This is an optimization exercise on Yosys and OpenROAD, whose aim is small area, a short achievable clock period and few clock cycles, not a production implementation. The RTL was checked by simulation tests, not by an equivalence proof against the original design.

==> flow/design.v, too long to show whole: its modules and the start of the top module <==
// module muntjac_mul_fast: 2262 lines
// module muntjac_lzc64: 25 lines
// module muntjac_add: 30 lines
// module muntjac_div_r4: 38 lines
// module muntjac_div_steps: 22 lines
// module muntjac_muldiv_top: 261 lines
module muntjac_muldiv_top (
  input  logic        clk_i,
  input  logic        rst_ni,
  input  logic [63:0] operand_a_i,
  input  logic [63:0] operand_b_i,
  input  logic [2:0]  req_op_i,
  input  logic        req_word_i,
  input  logic        req_valid_i,
  output logic        req_ready_o,
  output logic        resp_valid_o,
  output logic [63:0] resp_value_o
);
  // ...
==> flow/run.sh <==
#!/bin/bash
# synth_recipe.tcl (not shown) runs the flow's synth.tcl, then flattens the netlist and writes it again
# the make line also repeats each setting of config.mk as NAME=value (left out here)
make -C /OpenROAD-flow-scripts/flow DESIGN_CONFIG=/design/flow/config.mk WORK_HOME=/design/flow/orfs CLKGATE_MAP_FILE= SYNTH_SCRIPT=/design/flow/synth_recipe.tcl finish
==> flow/config.mk <==
export PLATFORM = sky130hd
export DESIGN_NAME = muntjac_muldiv_top
export DESIGN_NICKNAME = muntjac_muldiv_top
export VERILOG_FILES = /design/flow/design.v
export SDC_FILE = /design/flow/constraint.sdc
export NUM_CORES = 4
export LEC_CHECK = 0
export CAP_MARGIN = 20
export CORE_MARGIN = 2
export CORE_UTILIZATION = 30
export MIN_ROUTING_LAYER = met2
export SETUP_SLACK_MARGIN = 4
export SLEW_MARGIN = 20
==> flow/constraint.sdc <==
create_clock -name core_clock -period 12.0 [get_ports {clk_i}]
set_input_delay 2.4000 -clock core_clock [delete_from_list [all_inputs] [get_ports {clk_i}]]
set_output_delay 2.4000 -clock core_clock [all_outputs]
set_load 0.01 [all_outputs]
==> results.tsv, run 1 <==
metric	value	unit
run status	aborted with a tool error	
last stage the flow got to	global routing (5_1_grt)	
Log Error	[ERROR GRT-0232] Routing congestion too high. Check the congestion heatmap in the GUI.	
Syn Area/Cell	7.79	um^2
biggest area contributors in the synthesized netlist	sky130_fd_sc_hd__fa_1, sky130_fd_sc_hd__ha_1, sky130_fd_sc_hd__inv_1	
area fraction of the dominant cell type after synthesis	28.1	%
hold-fix buffer count after cts	0	
Max clock buf depth	3	
fraction of synthesis flops using an asynchronous set or reset pin	1.26	%
fraction of synthesized cell area in xor and xnor cells	5.54	%
global placer's final weighted congestion	1.25	
Synth Flop Type	sky130_fd_sc_hd__dfxtp_1	
library cell occupying the most area in the post-synthesis netlist	sky130_fd_sc_hd__fa_1	
netlist area before placement	84600	um^2
synthesized-area fraction occupied by and/or/nand/nor cells	17.1	%
post-cts gate resize count	969	
most used standard cells in the synthesized netlist	sky130_fd_sc_hd__inv_1, sky130_fd_sc_hd__nor2_1, sky130_fd_sc_hd__fa_1	
Mapped Cells	10900	
total placed instance area	94300	um^2
die height	535	um
most common cell in the synthesized netlist	sky130_fd_sc_hd__inv_1	
pin count of the biggest net entering global routing	124	
total of buffers placed on input and output ports	200	
cell total after placement	14800	
main combinational cell family by area after synthesis	adder cells	
number of register bits inferred by synthesis	318	
Ys Warns	10	
Sink Count	318	
post-synthesis adder-cell area fraction	35.4	%
Testbench counts, summed over its fixed seeds: cycles 36,582.
==> module muntjac_muldiv_top, before the edit <==
module muntjac_muldiv_top (
  input  logic        clk_i,
  input  logic        rst_ni,
  input  logic [63:0] operand_a_i,
  input  logic [63:0] operand_b_i,
  input  logic [2:0]  req_op_i,
  input  logic        req_word_i,
  input  logic        req_valid_i,
  output logic        req_ready_o,
  output logic        resp_valid_o,
  output logic [63:0] resp_value_o
);
  localparam int DIV_STEPS = 4;
  localparam int DW = (63 + DIV_STEPS > 65) ? 63 + DIV_STEPS : 65;
  localparam int CW = 6;
  localparam logic [1:0] FmtLow64 = 2'd0;   
  localparam logic [1:0] FmtSext32 = 2'd1;  
  localparam logic [1:0] FmtHi2 = 2'd2;     
  localparam logic [1:0] FmtHi34 = 2'd3;    
  typedef enum logic [1:0] {
    StateIdle,
    StateMul,
    StateDiv
  } state_e;
  state_e state_q, state_d;
  logic   resp_valid_q, resp_valid_d;
  logic   div_out_q, div_out_d;
  logic [64:0]   a_q, a_d;       
  logic [DW-1:0] b_q, b_d;       
  logic [65:0]   res_s_q, res_s_d;   
  logic [65:0]   res_c_q, res_c_d;   
  logic [31:0]   lo_q, lo_d;     
  logic [1:0]    fmt_q, fmt_d;
  logic [CW-1:0] cnt_q, cnt_d;
  logic asel_hi_q, asel_hi_d, atop_q, atop_d;
  logic bsel_hi_q, bsel_hi_d, btop_q, btop_d;
  logic mfinal_q, mfinal_d;      
  logic mshift_q, mshift_d;      
  logic mlo_q, mlo_d;            
  logic mulh_q, mulh_d;
  logic drem_q, drem_d, dneg_q, dneg_d;
  wire [63:0] a = operand_a_i;
  wire [63:0] b = operand_b_i;
  wire        is_div = req_op_i[2];
  wire        accept = req_valid_i && state_q == StateIdle;
  assign req_ready_o  = state_q == StateIdle;
  assign resp_valid_o = resp_valid_q;
  logic [65:0] sum_x, sum_y, sum;
  logic        sum_inv;
  always_comb begin
    sum_inv = div_out_q & dneg_q;
    sum_x   = (div_out_q & drem_q) ? {2'b0, a_q[63:0]} : res_s_q;
    sum_y   = div_out_q ? '0 : res_c_q;
    sum     = (sum_x ^ {66{sum_inv}}) + sum_y + {65'd0, sum_inv};
  end
  always_comb begin
    unique case (fmt_q)
      FmtLow64:  resp_value_o = sum[63:0];
      FmtSext32: resp_value_o = {{32{sum[31]}}, sum[31:0]};
      FmtHi2:    resp_value_o = {{62{sum[65]}}, sum[65:64]};
      default:   resp_value_o = {{30{sum[65]}}, sum[65:32]};
    endcase
  end
  wire m_sa = ~(req_op_i[1] & req_op_i[0]);
  wire m_sb = ~req_op_i[1];
  wire a_short = (a[63:32] == '0) | (m_sa & (a[63:32] == '1));
  wire b_short = (b[63:32] == '0) | (m_sb & (b[63:32] == '1));
  wire m_single = req_word_i | (a_short & b_short);
  wire m_mulh = req_op_i[1:0] != 2'b00;
  logic [32:0] mac_a, mac_b;
  logic [65:0] mac_acc, mac_s, mac_c;
  always_comb begin
    if (state_q == StateIdle) begin
      mac_a = {a_short & a[32], a[31:0]};
      mac_b = {b_short & b[32], b[31:0]};
      mac_acc = '0;
    end else begin
      mac_a = asel_hi_q ? a_q[64:32] : {atop_q & a_q[32], a_q[31:0]};
      mac_b = bsel_hi_q ? b_q[64:32] : {btop_q & b_q[32], b_q[31:0]};
      mac_acc = mshift_q ? {{32{sum[65]}}, sum[65:32]} : sum;
    end
  end
  muntjac_mul_fast u_mac (
    .a_i   (mac_a),
    .b_i   (mac_b),
    .acc_i (mac_acc),
    .s_o   (mac_s),
    .c_o   (mac_c)
  );
  wire        d_uns = req_op_i[0];
  wire        d_rem = req_op_i[1];
  wire [63:0] da_x = req_word_i ? {{32{~d_uns & a[31]}}, a[31:0]} : a;
  wire [63:0] db_x = req_word_i ? {{32{~d_uns & b[31]}}, b[31:0]} : b;
  wire        d_sa = ~d_uns & da_x[63];
  wire        d_sb = ~d_uns & db_x[63];
  wire [63:0] d_ma = d_sa ? -da_x : da_x;
  wire [63:0] d_mb = d_sb ? -db_x : db_x;
  wire        d_bz = req_word_i ? b[31:0] == '0 : b == '0;
  wire [63:0] d_ya = da_x ^ {64{d_sa}};
  wire [63:0] d_yb = db_x ^ {64{d_sb}};
  wire        d_ca = d_sa & (&(~d_ya[63:1] | d_ya[62:0]));
  wire        d_cb = d_sb & (&(~d_yb[63:1] | d_yb[62:0]));
  logic [6:0] d_za, d_zb;
  muntjac_lzc64 u_lza (.x_i(d_ya), .cnt_o(d_za));
  muntjac_lzc64 u_lzb (.x_i(d_yb), .cnt_o(d_zb));
  wire [6:0] d_la = d_za - {6'd0, d_ca};
  wire [6:0] d_lb = d_zb - {6'd0, d_cb};
  wire        d_q0 = d_bz | (d_la > d_lb);
  wire [5:0]     d_sh  = d_lb[5:0] - d_la[5:0];
  wire [CW-1:0]  d_cnt = CW'(d_sh[5:2]);
  wire [DW-1:0]  d_d0  = DW'({d_mb, 3'b000}) << {d_sh[5:2], 2'b00};
  logic [63:0]          ds_r;
  logic [DIV_STEPS-1:0] ds_q;
  muntjac_div_steps #(.STEPS(DIV_STEPS), .DW(DW)) u_steps (
    .r_i (a_q[63:0]),
    .d_i (b_q),
    .r_o (ds_r),
    .q_o (ds_q)
  );
  logic [63:0] d_q0_val;
  always_comb begin
    if (d_rem)     d_q0_val = da_x;
    else if (d_bz) d_q0_val = 64'hffffffffffffffff;
    else           d_q0_val = '0;
    if (req_word_i) d_q0_val[63:32] = {32{d_q0_val[31]}};
  end
  always_comb begin
    state_d      = state_q;
    resp_valid_d = 1'b0;
    div_out_d    = 1'b0;
    a_d          = a_q;
    b_d          = b_q;
    res_s_d      = mac_s;
    res_c_d      = mac_c;
    lo_d         = mlo_q ? lo_q : sum[31:0];
    fmt_d        = fmt_q;
    cnt_d        = cnt_q;
    asel_hi_d    = asel_hi_q;
    atop_d       = atop_q;
    bsel_hi_d    = bsel_hi_q;
    btop_d       = btop_q;
    mfinal_d     = mfinal_q;
    mshift_d     = mshift_q;
    mlo_d        = mlo_q;
    mulh_d       = mulh_q;
    drem_d       = drem_q;
    dneg_d       = dneg_q;
    unique case (state_q)
      StateIdle: begin
        mulh_d   = m_mulh;
        mshift_d = 1'b1;
        mlo_d    = 1'b0;
        drem_d   = d_rem;
        dneg_d   = d_rem ? d_sa : (d_sa ^ d_sb);
        cnt_d    = d_cnt;
        if (a_short) begin
          asel_hi_d = 1'b0; atop_d = 1'b1;
          bsel_hi_d = 1'b1; btop_d = 1'b0;
          mfinal_d  = 1'b1;
        end else if (b_short) begin
          asel_hi_d = 1'b1; atop_d = 1'b0;
          bsel_hi_d = 1'b0; btop_d = 1'b1;
          mfinal_d  = 1'b1;
        end else begin
          asel_hi_d = 1'b1; atop_d = 1'b0;
          bsel_hi_d = 1'b0; btop_d = 1'b0;
          mfinal_d  = 1'b0;
        end
        if (!is_div) begin
          a_d   = {m_sa & a[63], a};
          b_d   = DW'({m_sb & b[63], b});
          fmt_d = req_word_i ? FmtSext32 : (m_mulh ? FmtHi2 : FmtLow64);
          if (accept) begin
            if (m_single) resp_valid_d = 1'b1;
            else          state_d = StateMul;
          end
        end else begin
          a_d     = {1'b0, d_ma};
          b_d     = d_d0;
          res_c_d = '0;
          res_s_d = d_q0 ? {2'b0, d_q0_val} : '0;
          fmt_d   = (req_word_i && !d_q0) ? FmtSext32 : FmtLow64;
          if (accept) begin
            if (d_q0) resp_valid_d = 1'b1;
            else      state_d = StateDiv;
          end
        end
      end
      StateMul: begin
        if (mfinal_q) begin
          state_d      = StateIdle;
          resp_valid_d = 1'b1;
          if (!mulh_q) begin
            res_s_d = {mac_s[33:0], mlo_q ? lo_q : sum[31:0]};
            res_c_d = {mac_c[33:0], 32'd0};
            fmt_d   = FmtLow64;
          end else if (asel_hi_q && bsel_hi_q) begin
            fmt_d   = FmtLow64;
          end else begin
            fmt_d   = FmtHi34;
          end
        end else begin
          if (!asel_hi_q) begin
            asel_hi_d = 1'b1; bsel_hi_d = 1'b1;
            mfinal_d  = 1'b1;
            mshift_d  = 1'b1;
          end else begin
            asel_hi_d = 1'b0; atop_d = 1'b0;
            bsel_hi_d = 1'b1; btop_d = 1'b0;
            mfinal_d  = !mulh_q;
            mshift_d  = 1'b0;
            mlo_d     = 1'b1;
          end
        end
      end
      StateDiv: begin
        a_d[63:0]     = ds_r;
        b_d           = b_q >> DIV_STEPS;
        res_s_d       = {2'b0, res_s_q[63-DIV_STEPS:0], ds_q};
        res_c_d       = '0;
        cnt_d         = cnt_q - 1'b1;
        if (cnt_q == '0) begin
          state_d      = StateIdle;
          resp_valid_d = 1'b1;
          div_out_d    = 1'b1;
        end
      end
      default: state_d = StateIdle;
    endcase
  end
  always_ff @(posedge clk_i or negedge rst_ni) begin
    if (!rst_ni) begin
      state_q      <= StateIdle;
      resp_valid_q <= 1'b0;
      div_out_q    <= 1'b0;
    end else begin
      state_q      <= state_d;
      resp_valid_q <= resp_valid_d;
      div_out_q    <= div_out_d;
    end
  end
  always_ff @(posedge clk_i) begin
    a_q       <= a_d;
    b_q       <= b_d;
    res_s_q   <= res_s_d;
    res_c_q   <= res_c_d;
    lo_q      <= lo_d;
    fmt_q     <= fmt_d;
    cnt_q     <= cnt_d;
    asel_hi_q <= asel_hi_d;
    atop_q    <= atop_d;
    bsel_hi_q <= bsel_hi_d;
    btop_q    <= btop_d;
    mfinal_q  <= mfinal_d;
    mshift_q  <= mshift_d;
    mlo_q     <= mlo_d;
    mulh_q    <= mulh_d;
    drem_q    <= drem_d;
    dneg_q    <= dneg_d;
  end
endmodule
==> inputs of run 2 (changes only) <==
--- a/flow/design.v
+++ b/flow/design.v
@@ -2448,8 +2448,8 @@
   logic [65:0] mac_acc, mac_s, mac_c;
   always_comb begin
     if (state_q == StateIdle) begin
-      mac_a = {a_short & a[32], a[31:0]};
-      mac_b = {b_short & b[32], b[31:0]};
+      mac_a = {a[32] & m_sa & (&a[63:33]), a[31:0]};
+      mac_b = {b[32] & m_sb & (&b[63:33]), b[31:0]};
       mac_acc = '0;
     end else begin
       mac_a = asel_hi_q ? a_q[64:32] : {atop_q & a_q[32], a_q[31:0]};
--- a/flow/config.mk
+++ b/flow/config.mk
@@ -5,9 +5,8 @@
 export SDC_FILE = /design/flow/constraint.sdc
 export NUM_CORES = 4
 export LEC_CHECK = 0
-export CAP_MARGIN = 20
+export CAP_MARGIN = 40
 export CORE_MARGIN = 2
 export CORE_UTILIZATION = 30
-export MIN_ROUTING_LAYER = met2
 export SETUP_SLACK_MARGIN = 4
-export SLEW_MARGIN = 20
+export SLEW_MARGIN = 40
==> run 2 against run 1 <==
The run now finishes clean. Synthesized area fell by 0.64%. Synthesized cell count fell by 1.3%.
==> results.tsv, run 2 <==
metric	value	unit	change
R2R setup slack	3.07	ns	
total number of H-tree levels	2		unchanged
number of antenna violations at the first check in global routing	74		
via count of the first global-routing pass	86400		
number of ports placed on the die boundary	201		unchanged
global placer's final weighted congestion	1.09		was 1.25
post-synth cell types	116		was 122
Synth Flop Type	sky130_fd_sc_hd__dfxtp_1		unchanged
num rows	194		was 195
Final Hold Viols	0		
total nets after synthesis	12500		was 12700
share of post-route cells with drive strength above 1	19.0	%	
max-cap check violation count	0		
Die X-Extent	533	um	was 535 um
number of buffers created by CTS	44		was 48
time the worst path needs with I/O delays and setup	8.93	ns	
library cell occupying the most area in the post-synthesis netlist	sky130_fd_sc_hd__fa_1		unchanged
Syn Area/Cell	7.84	um^2	was 7.79 um^2
count of nets left with antenna violations after detail routing	0		
largest fanout of any net on the critical path	8		
post-synthesis adder-cell area fraction	35.6	%	was 35.4%
clock tree from TritonCTS	yes		
Worst setup SP type	flip-flop		
Max Slew Vio Count	0		
number of instances on the worst hold path	1		
run status	timing/DRC/antenna clean		was aborted with a tool error
Detailed Place HPWL	384000	um	was 457000 um
Max clock buf depth	3		unchanged
synthesized-area fraction occupied by and/or/nand/nor cells	16.6	%	was 17.1%
die height	533	um	was 535 um
layout-stage area growth over the synthesis result	24.8	%	
Hold WC Path Type	reg2reg		
mux cell area share after synthesis	2.71	%	was 2.86%
clock transition at the registers of the reported paths	0.07	ns	
critical path type	reg2reg		
Largest Register	b_q		
most used standard cells in the synthesized netlist	sky130_fd_sc_hd__inv_1, sky130_fd_sc_hd__nor2_1, sky130_fd_sc_hd__fa_1		unchanged
delay of the slowest cell on the worst path	0.68	ns	
number of detailed-route iterations in the first pass	12		
number of setup violations in the final report	0		
ratio of final minimum period to clock period	74.4	%	
initial core utilization	30.1	%	about the same
DR iter-0 viols	13900		
post-route DRC violation count	0		
wirelength, routed	511000	um	
overflow left after global routing	0		
fraction of synthesis flops using an asynchronous set or reset pin	1.26	%	unchanged
most common cell in the synthesized netlist	sky130_fd_sc_hd__inv_1		unchanged
area fraction of the dominant cell type after synthesis	28.2	%	was 28.1%
main combinational cell family by area after synthesis	adder cells		unchanged
buffer type at the clock tree root	sky130_fd_sc_hd__clkbuf_16		unchanged
Least-Margin Pin Slew	1.11	ns	
Crit Reg-Reg Startpoint	b_q[6]		
Ys Warns	10		unchanged
data arrival time of the worst path	9.35	ns	
worst reg2reg path depth	54		
clock tree skew after final layout	0.0439	ns	
fraction of synthesized cell area in xor and xnor cells	5.70	%	was 5.54%
library cell contributing the largest single delay on the critical path	sky130_fd_sc_hd__edfxtp_1		
share of the yosys chip area belonging to registers	9.38	%	was 9.32%
total number of vias	91700		
Sum Neg Setup Slack	0	ns	
wire length per cell	33.6	um	
startpoint of the worst hold path	lo_q[4]		
worst slew slack as a fraction of its limit	25.6	%	
worst hold endpoint	lo_q[4]		
Synth Area in Compound Gates	20.3	%	was 20.1%
total of buffers placed on input and output ports	200		unchanged
Sink Count	318		unchanged
area enclosed by the die boundary	285000	um^2	
clock latency (worst-skew pair)	0.69	ns	
most common cell after layout, fill and taps aside	sky130_fd_sc_hd__inv_1		
required time of the critical path	12.42	ns	
top flop regs	b_q x67, res_c_q x66, res_s_q x66		
leading cell types in the layout, fill and taps excluded	sky130_fd_sc_hd__inv_1, sky130_fd_sc_hd__nor2_1, sky130_fd_sc_hd__fa_1		
overall global routing resource usage	34.5	%	
core area	279000	um^2	
hold-fix buffer count after cts	0		unchanged
most frequent CP cell	sky130_fd_sc_hd__buf_6		
setup repair after global routing missed its margin	yes		
flip-flop count of the largest register, all copies and words added	67		
Mapped Cells	10700		was 10900
biggest area contributors in the synthesized netlist	sky130_fd_sc_hd__fa_1, sky130_fd_sc_hd__ha_1, sky130_fd_sc_hd__inv_1		unchanged
reg2reg end	a_q[3]		
global-route wire length before repair	692000	um	
Worst Setup End Kind	flip-flop		
drt via density	6.04		
netlist area before placement	84100	um^2	was 84600 um^2
number of synthesized flops with an enable pin	150		unchanged
Final #Nets	13200		
number of register bits inferred by synthesis	318		unchanged
Max Fclk	112	MHz	
pin count of the biggest net entering global routing	95		
==> run 2: cell types whose count changed after synthesis, moves of 37 or more <==
| cell | before | now |
|---|---|---|
| sky130_fd_sc_hd__a21o_1 | 144 | 228 |
| sky130_fd_sc_hd__a21oi_1 | 736 | 662 |
| sky130_fd_sc_hd__and2_1 | 27 | 64 |
| sky130_fd_sc_hd__nor3_1 | 163 | 126 |
| sky130_fd_sc_hd__o21a_1 | 113 | 156 |
| sky130_fd_sc_hd__o21ai_0 | 615 | 545 |
==> run 2: worst max path at each step <==
stage | startpoint | slack [ns] | to | cells past startpoint
6_report | b_q[6] | 3.07 | a_q[3] | 54
3_5_place_dp | req_op_i[0] | 0.90 | b_q[6] | 26
3_3_place_gp | operand_b_i[63] | 0.80 | b_q[11] | 24
4_1_cts | a_q[22] | 3.50 | a_q[26] | 36
2_1_floorplan | state_q[0] | 3.95 | res_s_q[63] | 25
5_1_grt | a_q[22] | 3.09 | a_q[60] | 37
==> run 2: metrics by stage <==
step	utilization, %	hold WS (ns)	area (um^2)	cells	setup slack, ns
floorplan	-	0.419	84200	10700	3.95
detailed placement	33.0	0.457	92100	14400	0.901
global route	37.6	0.497	105000	15100	3.09
CTS	36.5	0.475	102000	15000	3.50
finish	37.6	0.480	105000	15200	3.07
global placement	32.9	0.438	91800	14400	0.799
==> run 2: worst max-delay path, delay by kind of cell (launching register included) <==
kind,cells,cell delay (ns)
and+or+nand+nor,3,0.41
xor gates and xnor gates,1,0.15
buffers and inverters,39,4.39
DFF,1,0.68
AOI/OAI and AO/OA,9,2.36
adders and majority gates,2,0.67
==> run 2: area by class of cell <==
| cell class | count | area, um^2 |
|---|---|---|
| diodes | 37 | 92.6 |
| clock buffers | 48 | 1150 |
| clock inverters | 29 | 327 |
| fillers | 28900 | 174000 |
| inverters | 1487 | 5770 |
| multi-input cells | 8267 | 73100 |
| flip-flops and latches | 318 | 7890 |
| well taps | 3724 | 4660 |
| repair buffers | 1267 | 11900 |
==> run 2: cells by family after synthesis <==
logic type	Yosys count
mux	224
buf+inv	2150
compound gates	2594
flops	318
fa+ha+maj	1682
xor+xnor	545
simple gates	3209
==> run 2: layer usage <==
metal  track usage [%]  vias up  wire [um]
met5             0.150        -        423
met4              28.8       58      54400
met3              13.3     2135      75100
met2              48.3     7403     201000
met1              41.5    44900     180000
li1                  -    37200          -
==> run 2: what timing repair did <==
action / in CTS / in global routing
gates resized for setup: 1059 / 608
gates cloned: 36 / 9
endpoints found under the setup margin: 309 / 279
pin swaps: 227 / 197
setup buffers: 456 / 146
endpoints found under the hold margin: 0 / 0
Testbench counts of run 2, summed over its fixed seeds: cycles 36,582.
==> module muntjac_div_r4, before the edit <==
module muntjac_div_r4 #(
    parameter int DW = 67
) (
    input  logic [63:0]   r_i,
    input  logic [DW-1:0] d_i,
    output logic [63:0]   r_o,
    output logic [1:0]    q_o
);
  wire [DW-1:0] d1 = d_i;
  wire [DW-1:0] d2 = d_i >> 1;
  wire up1z = d1[DW-1:64] == '0;
  wire up2z = d2[DW-1:64] == '0;
  logic [63:0] s1, s2;
  logic        c1, c2;
  muntjac_add #(.W(64)) u_s1 (.x_i(r_i), .y_i(~d1[63:0]), .cin_i(1'b1), .sum_o(s1), .cout_o(c1));
  muntjac_add #(.W(64)) u_s2 (.x_i(r_i), .y_i(~d2[63:0]), .cin_i(1'b1), .sum_o(s2), .cout_o(c2));
  wire [65:0] xa = {2'b00, r_i};
  wire [65:0] xb = {2'b11, ~d1[63:0]};
  wire [65:0] xc = {2'b11, ~d2[63:0]};
  wire [65:0] cs_s = xa ^ xb ^ xc;
  wire [65:0] cs_c = {(xa[64:0] & xb[64:0]) | (xa[64:0] & xc[64:0]) | (xb[64:0] & xc[64:0]), 1'b1};
  logic [65:0] s3;
  logic        c3;
  muntjac_add #(.W(66)) u_s3 (.x_i(cs_s), .y_i(cs_c), .cin_i(1'b1), .sum_o(s3), .cout_o(c3));
  wire ge1 = c1 & up1z;
  wire ge2 = c2 & up2z;
  wire ge3 = ~s3[65] & up1z;
  assign q_o[1] = ge1;
  assign q_o[0] = ge1 ? ge3 : ge2;
  always_comb begin
    unique case ({ge1, q_o[0]})
      2'b11:   r_o = s3[63:0];
      2'b10:   r_o = s1;
      2'b01:   r_o = s2;
      default: r_o = r_i;
    endcase
  end
endmodule
==> module muntjac_div_steps, before the edit <==
module muntjac_div_steps #(
    parameter int STEPS = 4,
    parameter int DW    = 67
) (
    input  logic [63:0]      r_i,
    input  logic [DW-1:0]    d_i,
    output logic [63:0]      r_o,
    output logic [STEPS-1:0] q_o
);
  logic [63:0] r [STEPS/2+1];
  assign r[0] = r_i;
  for (genvar k = 0; k < STEPS / 2; k++) begin : g_stage
    wire [DW-1:0] d = d_i >> (2 * k);
    muntjac_div_r4 #(.DW(DW)) u_r4 (
      .r_i (r[k]),
      .d_i (d),
      .r_o (r[k+1]),
      .q_o (q_o[STEPS-1-2*k -: 2])
    );
  end
  assign r_o = r[STEPS/2];
endmodule
==> inputs of run 3 (changes only) <==
--- a/flow/design.v
+++ b/flow/design.v
@@ -2316,7 +2316,8 @@
   assign cout_o = gg[L][W-1];
 endmodule
 module muntjac_div_r4 #(
-    parameter int DW = 67
+    parameter int DW  = 67,
+    parameter bit PRE = 1'b0
 ) (
     input  logic [63:0]   r_i,
     input  logic [DW-1:0] d_i,
@@ -2334,11 +2335,18 @@
   wire [65:0] xa = {2'b00, r_i};
   wire [65:0] xb = {2'b11, ~d1[63:0]};
   wire [65:0] xc = {2'b11, ~d2[63:0]};
-  wire [65:0] cs_s = xa ^ xb ^ xc;
-  wire [65:0] cs_c = {(xa[64:0] & xb[64:0]) | (xa[64:0] & xc[64:0]) | (xb[64:0] & xc[64:0]), 1'b1};
   logic [65:0] s3;
   logic        c3;
-  muntjac_add #(.W(66)) u_s3 (.x_i(cs_s), .y_i(cs_c), .cin_i(1'b1), .sum_o(s3), .cout_o(c3));
+  if (PRE) begin : g_pre
+    logic [65:0] nd;
+    logic        cn;
+    muntjac_add #(.W(66)) u_nd (.x_i(xb), .y_i(xc), .cin_i(1'b1), .sum_o(nd), .cout_o(cn));
+    muntjac_add #(.W(66)) u_s3 (.x_i(xa), .y_i(nd), .cin_i(1'b1), .sum_o(s3), .cout_o(c3));
+  end else begin : g_csa
+    wire [65:0] cs_s = xa ^ xb ^ xc;
+    wire [65:0] cs_c = {(xa[64:0] & xb[64:0]) | (xa[64:0] & xc[64:0]) | (xb[64:0] & xc[64:0]), 1'b1};
+    muntjac_add #(.W(66)) u_s3 (.x_i(cs_s), .y_i(cs_c), .cin_i(1'b1), .sum_o(s3), .cout_o(c3));
+  end
   wire ge1 = c1 & up1z;
   wire ge2 = c2 & up2z;
   wire ge3 = ~s3[65] & up1z;
@@ -2366,7 +2374,7 @@
   assign r[0] = r_i;
   for (genvar k = 0; k < STEPS / 2; k++) begin : g_stage
     wire [DW-1:0] d = d_i >> (2 * k);
-    muntjac_div_r4 #(.DW(DW)) u_r4 (
+    muntjac_div_r4 #(.DW(DW), .PRE(k > 0)) u_r4 (
       .r_i (r[k]),
       .d_i (d),
       .r_o (r[k+1]),
==> run 3 against run 2 <==
Sequential share of layout area is 0.15 points higher. Setup slack improved by 0.80 ns. Cell count is 0.71% higher. Fmax is 9.9% higher. Sequential cell count is the same. Final area decreased by 2.0%. Die area rose by 1.8%. Clock-buffer cell count up 6. First-iteration DRC count up 5.2%. Global-route usage decreased by 1.2 points. Largest cell class unchanged.
==> results.tsv, run 3 <==
metric	value	unit	change
run status	timing/DRC/antenna clean		unchanged
overall global routing resource usage	33.3	%	was 34.5%
via count of the first global-routing pass	87200		was 86400
number of synthesized flops with an enable pin	150		unchanged
count of nets left with antenna violations after detail routing	0		unchanged
fraction of synthesis flops using an asynchronous set or reset pin	1.26	%	unchanged
pin count of the biggest net entering global routing	116		was 95
Least-Margin Pin Slew	1.08	ns	was 1.11 ns
max-cap check violation count	0		unchanged
most used standard cells in the synthesized netlist	sky130_fd_sc_hd__nor2_1, sky130_fd_sc_hd__inv_1, sky130_fd_sc_hd__nand2_1		was sky130_fd_sc_hd__inv_1, sky130_fd_sc_hd__nor2_1, sky130_fd_sc_hd__fa_1
area enclosed by the die boundary	290000	um^2	was 285000 um^2
biggest area contributors in the synthesized netlist	sky130_fd_sc_hd__fa_1, sky130_fd_sc_hd__ha_1, sky130_fd_sc_hd__nor2_1		was sky130_fd_sc_hd__fa_1, sky130_fd_sc_hd__ha_1, sky130_fd_sc_hd__inv_1
Syn Area/Cell	7.72	um^2	was 7.84 um^2
required time of the critical path	9.60	ns	was 12.42 ns
Mapped Cells	11100		was 10700
Hold WC Path Type	reg2reg		unchanged
non-filler cells, final	15300		was 15200
largest fanout of any net on the critical path	6		was 8
number of antenna violations at the first check in global routing	66		was 74
number of ports placed on the die boundary	201		unchanged
clock tree skew after final layout	0.0997	ns	was 0.0439 ns
total placed instance area	93300	um^2	was 92100 um^2
Final #Nets	13300		was 13200
total number of H-tree levels	2		unchanged
last element of the critical path	resp_value_o[55]		was a_q[3]
cell total after placement	14800		was 14400
Max Slew Vio Count	0		unchanged
post-route cell area	103000	um^2	was 105000 um^2
number of setup violations in the final report	0		unchanged
drt via density	6.11		was 6.04
ratio of final minimum period to clock period	67.7	%	was 74.4%
global-route wire length before repair	686000	um	was 692000 um
share of the yosys chip area belonging to registers	9.21	%	was 9.38%
top flop regs	b_q x67, res_c_q x66, res_s_q x66		unchanged
critical path type	reg2out		was reg2reg
wire length per cell	32.8	um	was 33.6 um
worst setup path start	drem_q		was b_q[6]
worst slew slack as a fraction of its limit	28.0	%	was 25.6%
core area	284000	um^2	was 279000 um^2
overflow left after global routing	0		unchanged
Die X-Extent	538	um	was 533 um
share of post-route cells with drive strength above 1	14.6	%	was 19.0%
Worst setup SP type	flip-flop		unchanged
total nets after synthesis	12900		was 12500
die height	538	um	was 533 um
number of detailed-route iterations in the first pass	12		unchanged
delay of the slowest cell on the worst path	0.54	ns	was 0.68 ns
count of filler cells inserted in the layout	29700		was 28900
initial core utilization	30.1	%	about the same
layout-stage area growth over the synthesis result	20.1	%	was 24.8%
post-route DRC violation count	0		unchanged
wirelength, routed	502000	um	was 511000 um
DR iter-0 viols	14600		was 13900
number of buffers created by CTS	45		was 44
Detailed Place HPWL	380000	um	was 384000 um
Max clock buf depth	3		unchanged
clock latency (worst-skew pair)	0.72	ns	was 0.69 ns
setup repair after global routing missed its margin	yes		unchanged
Ys Warns	11		was 10
worst reg2reg path depth	27		was 54
time the worst path needs with I/O delays and setup	8.13	ns	was 8.93 ns
global placer's final weighted congestion	1.12		was 1.09
clock tree from TritonCTS	yes		unchanged
most common cell in the synthesized netlist	sky130_fd_sc_hd__nor2_1		was sky130_fd_sc_hd__inv_1
Crit Reg-Reg Startpoint	b_q[17]		was b_q[6]
buffer type at the clock tree root	sky130_fd_sc_hd__clkbuf_16		unchanged
flip-flop count of the largest register, all copies and words added	67		unchanged
reg2reg end	a_q[59]		was a_q[3]
library cell occupying the most area in the post-synthesis netlist	sky130_fd_sc_hd__fa_1		unchanged
Sink Count	318		unchanged
data arrival time of the worst path	5.73	ns	was 9.35 ns
library cell contributing the largest single delay on the critical path	sky130_fd_sc_hd__clkdlybuf4s50_1		was sky130_fd_sc_hd__edfxtp_1
total number of vias	93500		was 91700
Final Hold Viols	0		unchanged
clock transition at the registers of the reported paths	0.07	ns	about the same
most frequent CP cell	sky130_fd_sc_hd__buf_4		was sky130_fd_sc_hd__buf_6
leading cell types in the layout, fill and taps excluded	sky130_fd_sc_hd__nor2_1, sky130_fd_sc_hd__inv_1, sky130_fd_sc_hd__nand2_1		was sky130_fd_sc_hd__inv_1, sky130_fd_sc_hd__nor2_1, sky130_fd_sc_hd__fa_1
cell chain of the critical path	buf_4 > nand2_8 > mux2i_4 > xnor2_2 > ha_1 > and4b_1 > a311o_1 > a2111oi_4 > nor4b_4 > nor3_4 > a211oi_2 > o211a_1 > a211o_4 > xor2_4 > buf_4 > o22ai_4 > or2_4 > nand2_1 > clkdlybuf4s50_1		
post-layout util	36.2	%	was 37.6%
most common cell after layout, fill and taps aside	sky130_fd_sc_hd__nor2_1		was sky130_fd_sc_hd__inv_1
total of buffers placed on input and output ports	200		unchanged
num rows	196		was 194
Sum Neg Setup Slack	0	ns	unchanged
Largest Register	b_q		unchanged
R2R setup slack	3.88	ns	was 3.07 ns
area fraction of the dominant cell type after synthesis	26.4	%	was 28.2%
number of register bits inferred by synthesis	318		unchanged
Max Fclk	123	MHz	was 112 MHz
Synth Flop Type	sky130_fd_sc_hd__dfxtp_1		unchanged
Worst Setup End Kind	output port		was flip-flop
post-synth cell types	95		was 116
netlist area before placement	85700	um^2	was 84100 um^2
## run 3: timing repair
action                                 CTS  global route
hold buffers                             0             0
setup endpoints to repair              316           252
pin swaps                               69           105
setup buffers                          205           154
resized for setup                      614           541
endpoints found under the hold margin    0             0
cloned                                  22            11
## run 3: worst min-delay path by stage
stage | from | end | slack, ns | depth (start not counted)
floorplan | lo_q[31] | lo_q[31] | 0.43 | 2
global placement | lo_q[31] | lo_q[31] | 0.44 | 2
detailed placement | lo_q[11] | lo_q[11] | 0.45 | 2
CTS | res_s_q[49] | res_s_q[53] | 0.46 | 2
global route | lo_q[17] | lo_q[17] | 0.50 | 1
finish | lo_q[5] | lo_q[5] | 0.48 | 2
## run 3: area by class of cell
type | count | area (um^2) | share of cell area (%)
antenna | 52 | 130 | 0.126
clock buffer | 54 | 1210 | 1.18
clock inverter | 27 | 480 | 0.467
inverter | 1291 | 5070 | 4.93
multi-input combinational | 8816 | 74600 | 72.5
sequential | 318 | 7890 | 7.67
tap | 3762 | 4710 | 4.58
timing repair buffer | 965 | 8820 | 8.58
## run 3: critical path: cells and delay by family, from the launching register on
| family | cells | cell delay, ns |
|---|---|---|
| xor gates and xnor gates | 2 | 0.35 |
| AOI/OAI and AO/OA | 6 | 1.74 |
| and+or+nand+nor | 6 | 1.06 |
| DFF | 1 | 0.36 |
| adders and majority gates | 1 | 0.26 |
| muxes | 1 | 0.31 |
| buffers and inverters | 3 | 0.93 |
## run 3: through the flow
stage	hold slack [ns]	worst slack (ns)
final	0.475	3.87
after global routing	0.499	3.78
after CTS	0.462	3.85
after detailed placement	0.454	1.20
after global placement	0.442	0.181
after floorplan	0.426	4.01
## run 3: cell families after synthesis
family / count (synthesis) / synth area share, %
multiplexers: 245 / 2.89
XOR/XNOR: 575 / 5.90
buffers and inverters: 1973 / 8.71
adder cells (fa/ha/maj): 1687 / 34.5
flip-flops: 318 / 9.21
AND/OR/NAND/NOR: 3527 / 18.0
AO/OA/AOI/OAI: 2765 / 20.7
## run 3: layer usage
metal	GRT usage (%)	vias to the layer above	share of wire, %
met4	25.6	40	10
li1	-	38400	-
met3	13.8	2126	15
met5	0.395	-	0.11
met1	40.3	45300	36
met2	46.4	7590	39
Testbench counts of run 3, summed over its fixed seeds: cycles 36,582.

-- what the ideal ports hide --
No port has a modelled driver above. Below, the same layouts with a new extraction and two added sets of constraints.
Step 1, drivers: a clkbuf_16 drives clk_i and a buf_2 each remaining input, both assumed.
Step 2 adds t to the input delays and takes it off the output delays; t is the mean of the earliest and latest rising clock arrival at the registers after step 1. Input paths then give back, and output paths get back, about the clock's delay inside the block.
Slacks: ideal ports / drivers / drivers and shift; pairs: ideal ports / drivers.
run	t, ns	setup slack, ns	cell pins on the clock port's net
run 2	0.743	3.067 / 3.067 / 3.067	1
run 3	0.744	3.872 / 3.793 / 3.086	1
After both steps setup and hold are still met in every run listed. The setup slack of run 3, which loses most, moves by -0.079 ns with the drivers and by -0.786 ns with both steps.
